This is an optimization exercise on Yosys and OpenROAD, whose aim is a short achievable clock period and few clock cycles, not a production implementation.
In this exercise RTL edits were held to simulation tests only and were not proved equivalent to the original.
No activity file was given, so power comes from the tool's default toggle rates.

## flow/design.v

```verilog
module cpu(
    input            clk,
    input            rst,
    input            prog_we,
    input      [3:0] prog_addr,
    input      [7:0] prog_data,
    output reg [7:0] output_register,
    output reg       out_valid
);
localparam K = 3;
localparam LDA = 4'b0001;
localparam ADD = 4'b0010;
localparam OUT = 4'b0011;
localparam JMP = 4'b0100;
localparam STA = 4'b0101;
localparam LDI = 4'b0110;
localparam SUB = 4'b0111;
reg  [7:0]   ram [0:15];
wire [127:0] mem;
reg  [7:0]   a_reg;
reg  [15:0]  pc;        
reg [K-1:0]    r_v;
reg [8*K-1:0]  r_ins;
reg [16*K-1:0] r_sel;   
reg [K-1:0]    e_v;
reg [16*K-1:0] e_st;    
reg [K-1:0]    e_out;   
reg [K:1]      e_keep;  
reg [8*K+7:0]  e_s, e_c;
genvar g;
generate
    for (g = 0; g < 16; g = g + 1) begin : mem_rd
        assign mem[8*g +: 8] = ram[g];
    end
endgenerate
reg [8*K+7:0] aval;     
reg [7:0]     ka, cs, cc;
integer       ep;
always @(*) begin
    aval[7:0] = a_reg;
    for (ep = 1; ep <= K; ep = ep + 1) begin
        ka = e_keep[ep] ? a_reg : 8'd0;
        cs = ka ^ e_s[8*ep +: 8] ^ e_c[8*ep +: 8];
        cc = (ka & e_s[8*ep +: 8]) | (ka & e_c[8*ep +: 8]) | (e_s[8*ep +: 8] & e_c[8*ep +: 8]);
        aval[8*ep +: 8] = cs + {cc[6:0], 1'b0};
    end
end
reg       any_out;
reg [7:0] out_val;
integer   oj;
always @(*) begin
    any_out = 1'b0;
    out_val = 8'd0;
    for (oj = 0; oj < K; oj = oj + 1)
        if (e_v[oj] && e_out[oj]) begin
            any_out = 1'b1;
            out_val = out_val | aval[8*oj +: 8];
        end
end
always @(posedge clk) begin
    if (rst) begin
        a_reg <= 8'd0;
        output_register <= 8'd0;
        out_valid <= 1'b0;
    end else begin
        a_reg <= aval[8*K +: 8];
        out_valid <= any_out;
        if (any_out)
            output_register <= out_val;
    end
end
generate
    for (g = 0; g < 16; g = g + 1) begin : mem_wr
        reg       st;
        reg [7:0] sv;
        integer   wj;
        always @(*) begin
            st = 1'b0;
            sv = 8'd0;
            for (wj = 0; wj < K; wj = wj + 1)
                if (e_v[wj] && e_st[16*wj + g]) begin
                    st = 1'b1;
                    sv = sv | aval[8*wj +: 8];
                end
        end
        always @(posedge clk) begin
            if (rst) begin
                if (prog_we && prog_addr == g)
                    ram[g] <= prog_data;
            end else if (st) begin
                ram[g] <= sv;
            end
        end
    end
endgenerate
reg [8*K-1:0]   x, t;
reg [K-1:0]     cin;
reg [K:1]       keep_n;
reg [8*K+7:0]   s_n, c_n;
reg [16*K-1:0]  st_n;
reg [K-1:0]     out_n;
reg [3:0]       rop;
reg [7:0]       s1, c1, tz;
reg             ld, lds;
integer         ri, rj, rb;
always @(*) begin
    for (rj = 0; rj < K; rj = rj + 1) begin
        rop = r_ins[8*rj+4 +: 4];
        x[8*rj +: 8] = 8'd0;
        for (rb = 0; rb < 16; rb = rb + 1)
            if (r_sel[16*rj + rb])
                x[8*rj +: 8] = x[8*rj +: 8] | mem[8*rb +: 8];
        if (rop == LDI)
            x[8*rj +: 8] = {4'b0, r_ins[8*rj +: 4]};
        out_n[rj] = r_v[rj] && rop == OUT;
        for (rb = 0; rb < 16; rb = rb + 1) begin
            st_n[16*rj + rb] = r_v[rj] && rop == STA && r_ins[8*rj +: 4] == rb;
            for (ri = 0; ri < K; ri = ri + 1)
                if (ri > rj && r_v[ri] && r_ins[8*ri+4 +: 4] == STA && r_ins[8*ri +: 4] == rb)
                    st_n[16*rj + rb] = 1'b0;
        end
    end
    s_n[7:0] = 8'd0;
    c_n[7:0] = 8'd0;
    for (rj = 1; rj <= K; rj = rj + 1) begin
        keep_n[rj] = 1'b1;
        t = {8*K{1'b0}};
        cin = {K{1'b0}};
        for (ri = 0; ri < K; ri = ri + 1)
            if (ri < rj && r_v[ri]) begin
                rop = r_ins[8*ri+4 +: 4];
                ld = rop == LDA || rop == LDI;
                if (ld) begin
                    keep_n[rj] = 1'b0;
                    t = {8*K{1'b0}};
                    cin = {K{1'b0}};
                end
                if (ld || rop == ADD)
                    t[8*ri +: 8] = x[8*ri +: 8];
                if (rop == SUB) begin
                    t[8*ri +: 8] = ~x[8*ri +: 8];
                    cin[ri] = 1'b1;
                end
            end
        s1 = t[7:0];
        c1 = {7'd0, cin[0]};
        for (ri = 1; ri < K; ri = ri + 1) begin
            tz = t[8*ri +: 8];
            {s1, c1} = {s1 ^ c1 ^ tz,
                        ((s1 & c1) | (s1 & tz) | (c1 & tz)) << 1 | cin[ri]};
        end
        s_n[8*rj +: 8] = s1;
        c_n[8*rj +: 8] = c1;
    end
end
always @(posedge clk) begin
    e_st  <= st_n;
    e_out <= out_n;
    if (rst) begin
        e_v    <= {K{1'b0}};
        e_keep <= {K{1'b1}};
        e_s    <= {(8*K+8){1'b0}};
        e_c    <= {(8*K+8){1'b0}};
    end else begin
        e_v    <= r_v;
        e_keep <= keep_n;
        e_s    <= s_n;
        e_c    <= c_n;
    end
end
reg  [127:0] mf;
reg  [15:0]  is_jmp, is_out, is_sta, is_rd, blocked, rmask, raw_r;
reg  [255:0] nxt;        
reg  [16*K-1:0] cond;    
reg  [7:0]   wb, wf;
reg          bad;
integer      fb, fi, fj, fd;
always @(*) begin
    for (fb = 0; fb < 16; fb = fb + 1) begin
        mf[8*fb +: 8] = (e_v[0] && e_st[fb]) ? a_reg : mem[8*fb +: 8];
        wb = mf[8*fb +: 8];
        is_jmp[fb] = wb[7:4] == JMP;
        is_out[fb] = wb[7:4] == OUT;
        is_sta[fb] = wb[7:4] == STA;
        is_rd[fb]  = wb[7:4] == LDA || wb[7:4] == ADD || wb[7:4] == SUB;
        nxt[16*fb +: 16] = is_jmp[fb] ? (16'd1 << wb[3:0]) : (16'd1 << ((fb + 1) % 16));
        blocked[fb] = 1'b0;
        rmask[fb] = 1'b0;
        for (fi = 0; fi < K; fi = fi + 1) begin
            if (r_v[fi] && r_ins[8*fi+4 +: 4] == STA && r_ins[8*fi +: 4] == fb) begin
                blocked[fb] = 1'b1;
                rmask[fb] = 1'b1;
            end
            if (fi > 0 && e_v[fi] && e_st[16*fi + fb])
                blocked[fb] = 1'b1;
        end
    end
    for (fb = 0; fb < 16; fb = fb + 1) begin
        wb = mf[8*fb +: 8];
        raw_r[fb] = is_rd[fb] && rmask[wb[3:0]];
    end
    for (fj = 0; fj < K; fj = fj + 1)
        for (fb = 0; fb < 16; fb = fb + 1) begin
            bad = blocked[fb] || raw_r[fb];
            if (fj > 0 && is_jmp[(fb + 15) % 16])
                bad = 1'b1;
            for (fi = 0; fi < K; fi = fi + 1)
                if (fi < fj) begin
                    fd = fj - fi;
                    wb = mf[8*((fb + 16 - fd) % 16) +: 8];
                    wf = mf[8*fb +: 8];
                    if (wb[7:4] == STA && wb[3:0] == fb)
                        bad = 1'b1;
                    if (wb[7:4] == STA && is_rd[fb] && wb[3:0] == wf[3:0])
                        bad = 1'b1;
                    if (wb[7:4] == OUT && is_out[fb])
                        bad = 1'b1;
                end
            cond[16*fj + fb] = !bad;
        end
end
reg [K-1:0]   fv;
reg [8*K-1:0] w;
reg [16*K-1:0] wsel;
reg [15:0]    npc, nj;
reg           ok;
integer       sj, sb;
always @(*) begin
    npc = 16'd0;
    for (sj = 0; sj < K; sj = sj + 1) begin
        ok = 1'b0;
        w[8*sj +: 8] = 8'd0;
        nj = 16'd0;
        for (sb = 0; sb < 16; sb = sb + 1)
            if (pc[sb]) begin
                ok = ok | cond[16*sj + (sb + sj) % 16];
                w[8*sj +: 8] = w[8*sj +: 8] | mf[8*((sb + sj) % 16) +: 8];
                nj = nj | nxt[16*((sb + sj) % 16) +: 16];
            end
        fv[sj] = ok && (sj == 0 || fv[sj-1]);
        if (fv[sj])
            npc = nj;
        wsel[16*sj +: 16] = 16'd1 << w[8*sj +: 4];
    end
    if (!fv[0])
        npc = pc;
end
reg  [K-1:0]   fv0;
reg  [15:0]    npc0;
reg  [7:0]     za, zb;
reg            bad0;
integer        zi, zj;
always @(*) begin
    npc0 = 16'd1;
    for (zj = 0; zj < K; zj = zj + 1) begin
        za = mem[8*zj +: 8];
        bad0 = zj > 0 && !fv0[zj-1];
        for (zi = 0; zi < K; zi = zi + 1)
            if (zi < zj) begin
                zb = mem[8*zi +: 8];
                if (zb[7:4] == JMP && zi == zj - 1)
                    bad0 = 1'b1;
                if (zb[7:4] == STA && zb[3:0] == zj)
                    bad0 = 1'b1;
                if (zb[7:4] == STA && zb[3:0] == za[3:0] &&
                    (za[7:4] == LDA || za[7:4] == ADD || za[7:4] == SUB))
                    bad0 = 1'b1;
                if (zb[7:4] == OUT && za[7:4] == OUT)
                    bad0 = 1'b1;
            end
        fv0[zj] = !bad0;
        if (!bad0)
            npc0 = (za[7:4] == JMP) ? (16'd1 << za[3:0]) : (16'd1 << (zj + 1));
    end
end
wire pre_hit = prog_we && prog_addr < K;
reg [16*K-1:0] wsel0;
integer        qj;
always @(*)
    for (qj = 0; qj < K; qj = qj + 1)
        wsel0[16*qj +: 16] = 16'd1 << mem[8*qj +: 4];
always @(posedge clk) begin
    if (rst) begin
        r_ins <= mem[8*K-1:0];
        r_sel <= wsel0;
        pc    <= pre_hit ? 16'd1 : npc0;
        r_v   <= pre_hit ? {K{1'b0}} : fv0;
    end else begin
        r_ins <= w;
        r_sel <= wsel;
        pc    <= npc;
        r_v   <= fv;
    end
end
endmodule
```

## flow/run.sh

```bash
#!/bin/bash
# synth_recipe.tcl (not shown) runs the flow's synth.tcl, then flattens the netlist and writes it again
# the make line also repeats each setting of config.mk as NAME=value (left out here)
make -C /OpenROAD-flow-scripts/flow DESIGN_CONFIG=/design/flow/config.mk WORK_HOME=/design/flow/orfs CLKGATE_MAP_FILE= SYNTH_SCRIPT=/design/flow/synth_recipe.tcl finish
```

## flow/config.mk

```make
export PLATFORM = sky130hd
export DESIGN_NAME = cpu
export DESIGN_NICKNAME = cpu
export VERILOG_FILES = /design/flow/design.v
export SDC_FILE = /design/flow/constraint.sdc
export NUM_CORES = 4
export LEC_CHECK = 0
export ABC_CLOCK_PERIOD_IN_PS = 1500
export CAP_MARGIN = 20
export CORE_MARGIN = 2
export CORE_UTILIZATION = 40
export SETUP_SLACK_MARGIN = 4
export SLEW_MARGIN = 20
```

## flow/constraint.sdc

```tcl
create_clock -name core_clock -period 6.0 [get_ports {clk}]
set_input_delay 1.2000 -clock core_clock [delete_from_list [all_inputs] [get_ports {clk}]]
set_output_delay 1.2000 -clock core_clock [all_outputs]
set_load 0.01 [all_outputs]
```

==> results.cfg, run 1 <==
[clock_tree]
cts_buffers = 41
root_buffer = clkbuf_16
cts_max_level = 2
cts_buffer_depth = 3
cts_sinks = 333

[logic_synthesis]
ys_seq_area_frac = 0.214
async_flop_share = 0
syn_area_sq_um = 37900
syn_inst = 5157
synth_cell_types = 107
syn_area_per_cell_sq_um = 7.34
yosys_most_used_dff = dfxtp_1
synth_warnings = 4
synth-seq-cells = 333
syn-num-nets = 5244
synth-edff-count = 144

[global_routing]
grt_overflow = 2
grtUsageTotal = 0.760
grt_max_degree = 87

[run_status]
lastStage = global routing
outcome = aborted with a tool error
firstError = [ERROR GRT-0232] Routing congestion too high. Check the congestion heatmap in the GUI.

[placed_design]
place_congestion = 1.28
dp_hpwl_um = 259000
io_buffers = 23

[floorplan]
ios = 24
dieWidth_um = 312
initial_core_util = 0.405
rows = 112
die_h_um = 312
## logic make-up after synthesis
kind of cell,Yosys count,synth area share
DFF,333,0.214
buffers and inverters,655,0.0691
adders and majority gates,72,0.0289
muxes,127,0.0346
xor gates and xnor gates,183,0.0423
AOI/OAI and AO/OA,1879,0.361
and+or+nand+nor,1908,0.250
## cell usage after synthesis (99+ instances only)
| master | instances | area (sq um) |
|---|---|---|
| and3_1 | 106 | 663 |
| inv_1 | 109 | 409 |
| a22o_1 | 100 | 876 |
| a22oi_1 | 207 | 1550 |
| nor2_1 | 416 | 1560 |
| xnor2_1 | 148 | 1300 |
| a221oi_1 | 251 | 2200 |
| o22ai_1 | 149 | 932 |
| edfxtp_1 | 144 | 4320 |
| nand2_1 | 546 | 2050 |
| nand3_1 | 201 | 1010 |
| mux2i_1 | 99 | 991 |
| a21oi_1 | 392 | 1960 |
| dfxtp_1 | 189 | 3780 |
| o21ai_0 | 127 | 636 |
| clkbuf_1 | 422 | 1580 |
| nor3_1 | 146 | 731 |
## through the flow
stage               hold slack (ps)  cells  power (W)  setup WS, ps  cell area (sq um)
global placement                449   6311     0.0120           545              42900
floorplan                       432   5157    0.00831          2080              41100
CTS                             465   6759     0.0163          1590              50700
detailed placement              454   6313     0.0119           555              43000
## power groups by stage
stage	logic, W	clock network (W)	registers (W)
2_1_floorplan	0.00545	0	0.00286
3_3_place_gp	0.00848	0	0.00348
3_5_place_dp	0.00847	0	0.00347
4_1_cts	0.0102	0.00267	0.00340
## worst max path at each step
stage	startpoint	to	slack [ps]	cells past startpoint
after floorplan	r_ins[14]	pc[10]	2080	14
after global placement	r_ins[20]	pc[1]	540	14
after detailed placement	r_ins[20]	pc[1]	560	14
after CTS	r_ins[1]	pc[8]	1590	16
## metal layers
| layer | global-route usage | overflow |
|---|---|---|
| met2 | 0.857 | 1 |
| met4 | 0.651 | 0 |
| met5 | 0.500 | 0 |
| met3 | 0.670 | 1 |
| met1 | 0.799 | 0 |
## repair_timing
| item | CTS |
|---|---|
| buffers inserted | 363 |
| hold buffers | 0 |
| gates cloned | 8 |
| resized for setup | 742 |
| pin swaps | 131 |
| endpoints found under the setup margin | 457 |
Testbench counts, summed over its fixed seeds: cycles 12,005.
==> run 2: changes to the inputs <==
--- a/flow/design.v
+++ b/flow/design.v
@@ -9,3 +9,3 @@
 );
-localparam K = 3;
+localparam K = 4;
 localparam LDA = 4'b0001;
==> run 2 against run 1 <==
The run again fails in global routing. Synthesized cell count rose by 22%. Area after synthesis increased by 25%.
==> results.cfg, run 2 <==
[run_status]
outcome = aborted with a tool error
lastStage = global routing
firstError = [ERROR GRT-0116] Global routing finished with congestion. Check the congestion regions in the DRC Viewer.

[logic_synthesis]
synth_warnings = 4
ys_seq_area_frac = 0.196
synth.top_cell.area_share = 0.105
syn_inst = 6307
syn_area_sq_um = 47300
synth_area_leaders = dfxtp_1, edfxtp_1, a22oi_1
synth_cell_types = 120
yosys_most_used_dff = dfxtp_1
synth_most_common_cell = clkbuf_1
async_flop_share = 0
synth-seq-cells = 391
yosysTopAreaCell = dfxtp_1
synth-edff-count = 144
syn-num-nets = 6443
syn_area_per_cell_sq_um = 7.50
yosys-top-cells-count = clkbuf_1, a22oi_1, nor2_1

[global_routing]
grt_max_degree = 97
grt_overflow = 440
grtUsageTotal = 0.814
grt_pass1_wl_um = 716000
grt_pass1_vias = 77819

[clock_tree]
cts_buffers = 46
cts_max_level = 2
cts_buffer_depth = 3
root_buffer = clkbuf_16
cts_sinks = 391

[floorplan]
ios = 24
initial_core_util = 0.402
dieWidth_um = 348
die_h_um = 348
rows = 126

[placed_design]
dp_hpwl_um = 317000
io_buffers = 23
place_ws_ps = 155
place_congestion = 1.27
run 2: cell types whose count changed after synthesis, sizes merged, moves of 44 or more:
cell,before,now
a22oi,208,510
clkbuf,423,543
a22o,100,212
nand2,549,467
nand4,79,151
nor2,416,484
a222oi,29,91
xnor2,148,208
a221oi,253,311
dfxtp,189,247
a32oi,72,18
buf,118,164
nor2b,52,97
a21oi,411,367
run 2: power by group through the flow:
stage	logic (W)	clock network [W]	registers, W
after floorplan	0.00658	0	0.00331
after global placement	0.0106	0	0.00401
after detailed placement	0.0106	0	0.00401
after CTS	0.0142	0.00311	0.00390
run 2: kinds of logic after synthesis:
| group | synth area share |
|---|---|
| DFF | 0.196 |
| adders and majority gates | 0.0395 |
| buffers and inverters | 0.0721 |
| muxes | 0.0329 |
| and+or+nand+nor | 0.245 |
| xor gates and xnor gates | 0.0480 |
| AOI/OAI and AO/OA | 0.367 |
run 2: metrics by stage:
stage	instance area [sq um]	utilization	std cells
4_1_cts	64100	0.545	8320
3_5_place_dp	54100	0.460	7810
3_3_place_gp	54100	0.460	7810
2_1_floorplan	50700	-	6307
run 2: per-layer routing:
layer | track usage | overflow
met1 | 0.819 | 2
met2 | 0.929 | 204
met5 | 0.439 | 4
met4 | 0.781 | 214
met3 | 0.722 | 16
run 2: worst min path at each step:
stage,startpoint,endpoint,slack (ps),depth (start not counted)
after detailed placement,output_register[2],output_register[2],470,2
after CTS,output_register[2],output_register[2],480,2
after global placement,output_register[2],output_register[2],480,2
after floorplan,r_ins[14],e_out[1],450,1
run 2: what timing repair did:
action                                  in CTS
endpoints found under the hold margin        0
gates cloned                                20
pin swaps                                  302
hold buffers                                 0
resized for setup                         1008
buffers inserted                           404
endpoints found under the setup margin     476
Testbench counts of run 2, summed over its fixed seeds: cycles 10,286.
